Context: an optimization exercise on an open-source flow, tuned for small area. The choices shown serve that exercise and are no tape-out recipe. Where RTL was checked, it was by simulation tests only, not by an equivalence proof against the original. No activity file was given, so power comes from the tool's default toggle rates.

before:
==> flow/design.v <==
module top(input        clk,
           input        rst,
           input        btn1,
           input        vive_sensor,
           output [2:0] led,
           output       transmission,
           output       clock,
           output       data);
   reg [3:0]  c10;
   reg        tick;
   reg        clk_out;
   reg [3:0]  c100;
   reg [13:0] cs;
   reg        blink;
   wire c10_end = c10 == 4'd9;
   wire us_tick = tick & (c100 == 4'd9);
   wire s_tick  = us_tick & (cs == 14'd9999);
   always @(posedge clk) begin
      if (rst) begin
         c10 <= 0; tick <= 0; clk_out <= 0; c100 <= 0; cs <= 0; blink <= 0;
      end else begin
         c10  <= c10_end ? 4'd0 : c10 + 4'd1;
         tick <= c10_end;
         if (tick) begin
            clk_out <= ~clk_out;
            c100    <= (c100 == 4'd9) ? 4'd0 : c100 + 4'd1;
         end
         if (us_tick) cs <= (cs == 14'd9999) ? 14'd0 : cs + 14'd1;
         if (s_tick) blink <= ~blink;
      end
   end
   reg prev_sensor, edge_r;
   always @(posedge clk) begin
      prev_sensor <= vive_sensor;
      edge_r      <= !rst && (vive_sensor ^ prev_sensor);
   end
   reg [14:0] cnt;
   reg [3:0]  cls;
   function [3:0] classify(input [14:0] d);
      if      (d < 40)             classify = 4'd9;
      else if (d > 60  && d < 72)  classify = 4'd1;
      else if (d > 71  && d < 82)  classify = 4'd2;
      else if (d > 81  && d < 92)  classify = 4'd3;
      else if (d > 91  && d < 102) classify = 4'd4;
      else if (d > 101 && d < 114) classify = 4'd5;
      else if (d > 113 && d < 124) classify = 4'd6;
      else if (d > 123 && d < 135) classify = 4'd7;
      else if (d > 134 && d < 148) classify = 4'd8;
      else                         classify = 4'd0;
   endfunction
   always @(posedge clk) begin
      if (rst) begin
         cnt <= 0; cls <= 4'd9;
      end else if (edge_r) begin
         cls <= classify(cnt);
         cnt <= 0;
      end else if (us_tick) begin
         cnt <= cnt + 15'd1;
      end
   end
   reg [7:0]  index;
   reg [63:0] pbuf;
   reg [63:0] frame;
   reg        frame_zero;
   wire       complete = index == 8'd15;
   always @(posedge clk) begin
      if (rst) begin
         index <= 0; pbuf[63:60] <= 0; frame_zero <= 1;
      end else if (edge_r) begin
         if (index[7:4] == 0) pbuf[index[3:0]*4 +: 4] <= cls;
         index <= index + 8'd1;
      end else if (complete) begin
         frame <= pbuf; frame_zero <= 0; index <= 0;
      end
   end
   reg        state;      
   reg        nb;         
   reg [2:0]  p;          
   reg        sending;
   reg [2:0]  sidx;
   reg [63:0] txbuf;
   reg        tx_zero;
   reg        hold;
   wire dbit = state && p == 3'd7 ? hold : (txbuf[{p, sidx}] & !tx_zero);
   always @(posedge clk) begin
      if (rst) begin
         state <= 0; nb <= 0; p <= 3'd7; sending <= 0; sidx <= 0; tx_zero <= 1;
      end else begin
         nb <= state & tick & !sending;
         if (!state && !sending && complete) begin
            state   <= 1;
            txbuf   <= frame;
            tx_zero <= frame_zero;
            hold    <= dbit;
         end
         if (nb) begin
            p       <= p + 3'd1;
            sending <= 1;
            if (p == 3'd6) state <= 0;
         end else if (tick && sending) begin
            sidx    <= sidx + 3'd1;
            sending <= sidx != 3'd7;
         end
      end
   end
   assign data         = dbit;
   assign transmission = sending;
   assign clock        = clk_out;
   assign led[0]       = state | sending;
   assign led[1]       = blink;
   assign led[2]       = rst;
endmodule
export LEC_CHECK = 0
export CAP_MARGIN = 20
export CORE_MARGIN = 2
export CORE_UTILIZATION = 40
export PLACE_DENSITY = 0.6
export SLEW_MARGIN = 20
create_clock -name core_clock -period 10.0 [get_ports {clk}]
run.sh (not shown) runs the stock make flow with config.mk's settings and CLKGATE_MAP_FILE= SYNTH_SCRIPT=/design/flow/synth_recipe.tcl, a recipe that flattens the netlist after the stock synthesis.
What after does differently from before at the input level:
--- a/flow/design.v
+++ b/flow/design.v
@@ -55,36 +55,63 @@
          cls <= classify(cnt);
          cnt <= 0;
       end else if (us_tick) begin
          cnt <= cnt + 15'd1;
       end
    end
+   function [6:0] pack(input [3:0] a, input [3:0] b);
+      pack = {b[2], (b[3] & !a[3]) ? a[2] : b[1], b[0],
+              !a[3] & (b[3] | a[2]), a[3] ? b[3] : a[1], a[0]};
+      pack[6] = a[3] | b[3];
+   endfunction
+   function [7:0] unpack(input [6:0] c);
+      reg bsmall;
+      begin
+         bsmall = !c[6] | (!c[2] & !c[1]);
+         unpack = {c[6] & (c[2] | c[1]), c[5] & bsmall, c[4] & bsmall, c[3],
+                   c[6] & !c[2], c[2] & (!c[6] | c[4]), c[1] & (!c[6] | c[2]), c[0]};
+      end
+   endfunction
    reg [7:0]  index;
-   reg [63:0] pbuf;
-   reg [63:0] frame;
+   reg [3:0]  even_slot;
+   reg [48:0] pairs;      
+   reg [3:0]  slot15;
+   reg [55:0] frame;      
    reg        frame_zero;
    wire       complete = index == 8'd15;
    always @(posedge clk) begin
       if (rst) begin
-         index <= 0; pbuf[63:60] <= 0; frame_zero <= 1;
+         index <= 0; frame_zero <= 1;
       end else if (edge_r) begin
-         if (index[7:4] == 0) pbuf[index[3:0]*4 +: 4] <= cls;
          index <= index + 8'd1;
       end else if (complete) begin
-         frame <= pbuf; frame_zero <= 0; index <= 0;
+         frame <= {pack(even_slot, slot15), pairs}; frame_zero <= 0; index <= 0;
       end
    end
+   always @(posedge clk)
+     if (edge_r && index[7:4] == 0 && !index[0]) even_slot <= cls;
+   always @(posedge clk)
+     if (rst) slot15 <= 0;
+     else if (edge_r && index == 8'd15) slot15 <= cls;
+   genvar gi;
+   generate
+      for (gi = 0; gi < 7; gi = gi + 1) begin : pair
+         always @(posedge clk)
+           if (edge_r && index == 2*gi+1) pairs[gi*7 +: 7] <= pack(even_slot, cls);
+      end
+   endgenerate
    reg        state;      
    reg        nb;         
    reg [2:0]  p;          
    reg        sending;
    reg [2:0]  sidx;
-   reg [63:0] txbuf;
+   reg [55:0] txbuf;
    reg        tx_zero;
    reg        hold;
-   wire dbit = state && p == 3'd7 ? hold : (txbuf[{p, sidx}] & !tx_zero);
+   wire [7:0] cur_byte = unpack(txbuf[p*7 +: 7]);
+   wire dbit = state && p == 3'd7 ? hold : (cur_byte[sidx] & !tx_zero);
    always @(posedge clk) begin
       if (rst) begin
          state <= 0; nb <= 0; p <= 3'd7; sending <= 0; sidx <= 0; tx_zero <= 1;
       end else begin
          nb <= state & tick & !sending;
          if (!state && !sending && complete) begin
==> notes.md <==
- Between before and after, post-synthesis simple-gate area fraction is higher for after, before comes in under that.
- The count of non-CTS buffers in the layout in after was lower than what before gave.
- Core utilization, before and after, higher one = before.
- Lower share of the synthesized area in compound gates (AO/OA/AOI/OAI) was reported by before, not after.
- after leaves less setup margin than before.
- Delta (after minus before): post-route total power shrank by 320 µW; wire length on met3 now sits lower; worst hold slack shows a reduction of 0.0094 ns; wire length moved down; proportion of power drawn by the clock network now smaller.

========
top, a different RTL version from the one above (not shown whole).
Size in the first run: ~230 flip-flops, roughly 10 I/O pins, roughly 8800 um2 of cells after synthesis.
==> module top, before the edit <==
module top(input        clk,
           input        rst,
           input        btn1,
           input        vive_sensor,
           output [2:0] led,
           output       transmission,
           output       clock,
           output       data);
   reg [3:0]  c10;
   reg [3:0]  c100;
   reg [13:0] cs;
   reg        blink;
   localparam [13:0] CS_SEED = 14'd15416, CS_LAST = 14'd256;
   wire tick    = &c10;
   wire us_tick = tick & (c100 == 4'd9);
   wire cs_last = cs == CS_LAST;
   wire s_tick  = us_tick & cs_last;
   always @(posedge clk) begin
      if (rst) begin
         c10 <= 4'd5; c100 <= 0; cs <= CS_SEED; blink <= 0;
      end else begin
         c10 <= tick ? 4'd6 : c10 + 4'd1;
         if (tick) c100 <= (c100 == 4'd9) ? 4'd0 : c100 + 4'd1;
         if (us_tick) cs <= cs_last ? CS_SEED : {cs[12:0], cs[13] ^ cs[12]};
         if (s_tick) blink <= ~blink;
      end
   end
   reg prev_sensor, edge_r;
   always @(posedge clk) begin
      prev_sensor <= vive_sensor;
      edge_r      <= !rst && (vive_sensor ^ prev_sensor);
   end
   reg [14:0] cnt;
   reg [3:0]  cls;
   function [3:0] classify(input [14:0] d);
      if      (d < 40)             classify = 4'd9;
      else if (d > 60  && d < 72)  classify = 4'd1;
      else if (d > 71  && d < 82)  classify = 4'd2;
      else if (d > 81  && d < 92)  classify = 4'd3;
      else if (d > 91  && d < 102) classify = 4'd4;
      else if (d > 101 && d < 114) classify = 4'd5;
      else if (d > 113 && d < 124) classify = 4'd6;
      else if (d > 123 && d < 135) classify = 4'd7;
      else if (d > 134 && d < 148) classify = 4'd8;
      else                         classify = 4'd0;
   endfunction
   always @(posedge clk) begin
      if (rst) begin
         cnt <= 0; cls <= 4'd9;
      end else if (edge_r) begin
         cls <= classify(cnt);
         cnt <= 0;
      end else if (us_tick) begin
         cnt <= cnt + 15'd1;
      end
   end
   function [6:0] pack(input [3:0] a, input [3:0] b);
      pack = {b[2], (b[3] & !a[3]) ? a[2] : b[1], b[0],
              !a[3] & (b[3] | a[2]), a[3] ? b[3] : a[1], a[0]};
      pack[6] = a[3] | b[3];
   endfunction
   function [7:0] unpack(input [6:0] c);
      reg bsmall;
      begin
         bsmall = !c[6] | (!c[2] & !c[1]);
         unpack = {c[6] & (c[2] | c[1]), c[5] & bsmall, c[4] & bsmall, c[3],
                   c[6] & !c[2], c[2] & (!c[6] | c[4]), c[1] & (!c[6] | c[2]), c[0]};
      end
   endfunction
   reg [7:0]  index;
   reg [3:0]  even_slot;
   reg [48:0] pairs;      
   reg [3:0]  slot15;
   reg [55:0] frame;      
   reg        frame_zero;
   wire       complete = index == 8'd15;
   always @(posedge clk) begin
      if (rst) begin
         index <= 0; frame_zero <= 1;
      end else if (edge_r) begin
         index <= index + 8'd1;
      end else if (complete) begin
         frame <= {pack(even_slot, slot15), pairs}; frame_zero <= 0; index <= 0;
      end
   end
   always @(posedge clk)
     if (edge_r) even_slot <= cls;
   always @(posedge clk)
     if (rst) slot15 <= 0;
     else if (edge_r && index == 8'd15) slot15 <= cls;
   always @(posedge clk)
     if (edge_r && index[7:4] == 0 && index[0] && index[3:1] != 3'd7)
       pairs <= {pack(even_slot, cls), pairs[48:7]};
   reg        state;      
   reg        nb;         
   reg [2:0]  p;          
   reg        sending;
   reg [2:0]  sidx;
   reg [55:0] txbuf;
   reg        tx_zero;
   reg        hold;
   wire [7:0] cur_byte = unpack(txbuf[p*7 +: 7]);
   wire dbit = state && p == 3'd7 ? hold : (cur_byte[sidx] & !tx_zero);
   always @(posedge clk) begin
      if (rst) begin
         state <= 0; nb <= 0; p <= 3'd7; sending <= 0; sidx <= 0; tx_zero <= 1;
      end else begin
         nb <= state & tick & !sending;
         if (!state && !sending && complete) begin
            state   <= 1;
            txbuf   <= frame;
            tx_zero <= frame_zero;
            hold    <= dbit;
         end
         if (nb) begin
            p       <= p + 3'd1;
            sending <= 1;
            if (p == 3'd6) state <= 0;
         end else if (tick && sending) begin
            sidx    <= sidx + 3'd1;
            sending <= sidx != 3'd7;
         end
      end
   end
   assign data         = dbit;
   assign transmission = sending;
   assign clock        = c100[0];
   assign led[0]       = state | sending;
   assign led[1]       = blink;
   assign led[2]       = rst;
endmodule
Settings: LEC_CHECK=0, CAP_MARGIN=20, CORE_MARGIN=2, CORE_UTILIZATION=40, CTS_BUF_LIST=sky130_fd_sc_hd__clkbuf_8, CTS_CLUSTER_DIAMETER=60, CTS_CLUSTER_SIZE=20, PLACE_DENSITY=0.6, SLEW_MARGIN=20; clock period 10.0 ns.
The starting point finished with timing, DRC and antenna clean.
Change:
--- a/flow/design.v
+++ b/flow/design.v
@@ -4,26 +4,32 @@
            input        vive_sensor,
            output [2:0] led,
            output       transmission,
            output       clock,
            output       data);
    reg [3:0]  c10;
+   reg        tick;
+   reg        clk_out;
    reg [3:0]  c100;
-   reg [13:0] cs;
+   reg [13:0] cs;      
    reg        blink;
+   wire c10_end = c10 == 4'd9;
+   wire us_tick = tick & (c100 == 4'd9);
    localparam [13:0] CS_SEED = 14'd15416, CS_LAST = 14'd256;
-   wire tick    = &c10;
-   wire us_tick = tick & (c100 == 4'd9);
    wire cs_last = cs == CS_LAST;
    wire s_tick  = us_tick & cs_last;
    always @(posedge clk) begin
       if (rst) begin
-         c10 <= 4'd5; c100 <= 0; cs <= CS_SEED; blink <= 0;
+         c10 <= 0; tick <= 0; clk_out <= 0; c100 <= 0; cs <= CS_SEED; blink <= 0;
       end else begin
-         c10 <= tick ? 4'd6 : c10 + 4'd1;
-         if (tick) c100 <= (c100 == 4'd9) ? 4'd0 : c100 + 4'd1;
+         c10  <= c10_end ? 4'd0 : c10 + 4'd1;
+         tick <= c10_end;
+         if (tick) begin
+            clk_out <= ~clk_out;
+            c100    <= (c100 == 4'd9) ? 4'd0 : c100 + 4'd1;
+         end
          if (us_tick) cs <= cs_last ? CS_SEED : {cs[12:0], cs[13] ^ cs[12]};
          if (s_tick) blink <= ~blink;
       end
    end
    reg prev_sensor, edge_r;
    always @(posedge clk) begin
@@ -121,11 +127,11 @@
             sending <= sidx != 3'd7;
          end
       end
    end
    assign data         = dbit;
    assign transmission = sending;
-   assign clock        = c100[0];
+   assign clock        = clk_out;
    assign led[0]       = state | sending;
    assign led[1]       = blink;
    assign led[2]       = rst;
 endmodule
Count of clock-buffer cells in the layout goes down by 1.
Final area goes up by 0.34%.
Power goes down by 1.3%.
Maximum frequency goes up by 0.53%.
Clock skew is about the same.
Area after synthesis goes up by 0.54%.
Final cell count goes up by 0.88%.
Worst setup slack improved by 0.030 ns.
Routed wire length goes up by 3.4%.
Via count goes up by 2.5%.
Register-to-register slack got worse by 0.02 ns.
Synthesized cell count goes up by 1.6%.
Combinational power goes down by 15%.
Only the layout flow was run in the second run of this note; the RTL was not checked for function there.

[separate check: timing with driven ports]
Ports are ideal in the flow. The routed layouts listed here were re-timed in OpenROAD. Step 1 sets driving cells, clkbuf_16 on the clock port and buf_2 on the other inputs (assumed; they add their load-dependent delay and slew). Step 2 adds t to the input delays and takes it off the output delays; t is the mean of the earliest and latest rising clock arrival at the registers after step 1. Input paths then give back, and output paths get back, about the clock's delay inside the block. Slacks: ideal / step 1 / step 2; pairs: ideal / step 1.
| run | t, ns | slack for setup (ns) | clock arrival spread, ns | worst slew at a driven data input, ns | cell pins on the clock port's net |
|---|---|---|---|---|---|
| before | 0.564 | 4.835 / 4.789 / 4.975 | 0.013 / 0.013 | 0.03 | 1 |
| after | 0.536 | 4.491 / 4.466 / 4.466 | 0.026 / 0.025 | 0.03 | 1 |
| the first run of note 2 | 0.546 | 4.364 / 4.328 / 4.874 | 0.033 / 0.033 | 0.03 | 1 |
| the second run of note 2 | 0.545 | 4.394 / 4.357 / 4.902 | 0.040 / 0.041 | 0.03 | 1 |
After both steps every run listed still meets setup and hold. For after, which loses most, drivers alone change the setup slack by -0.025 ns; drivers and shift together by -0.025 ns.
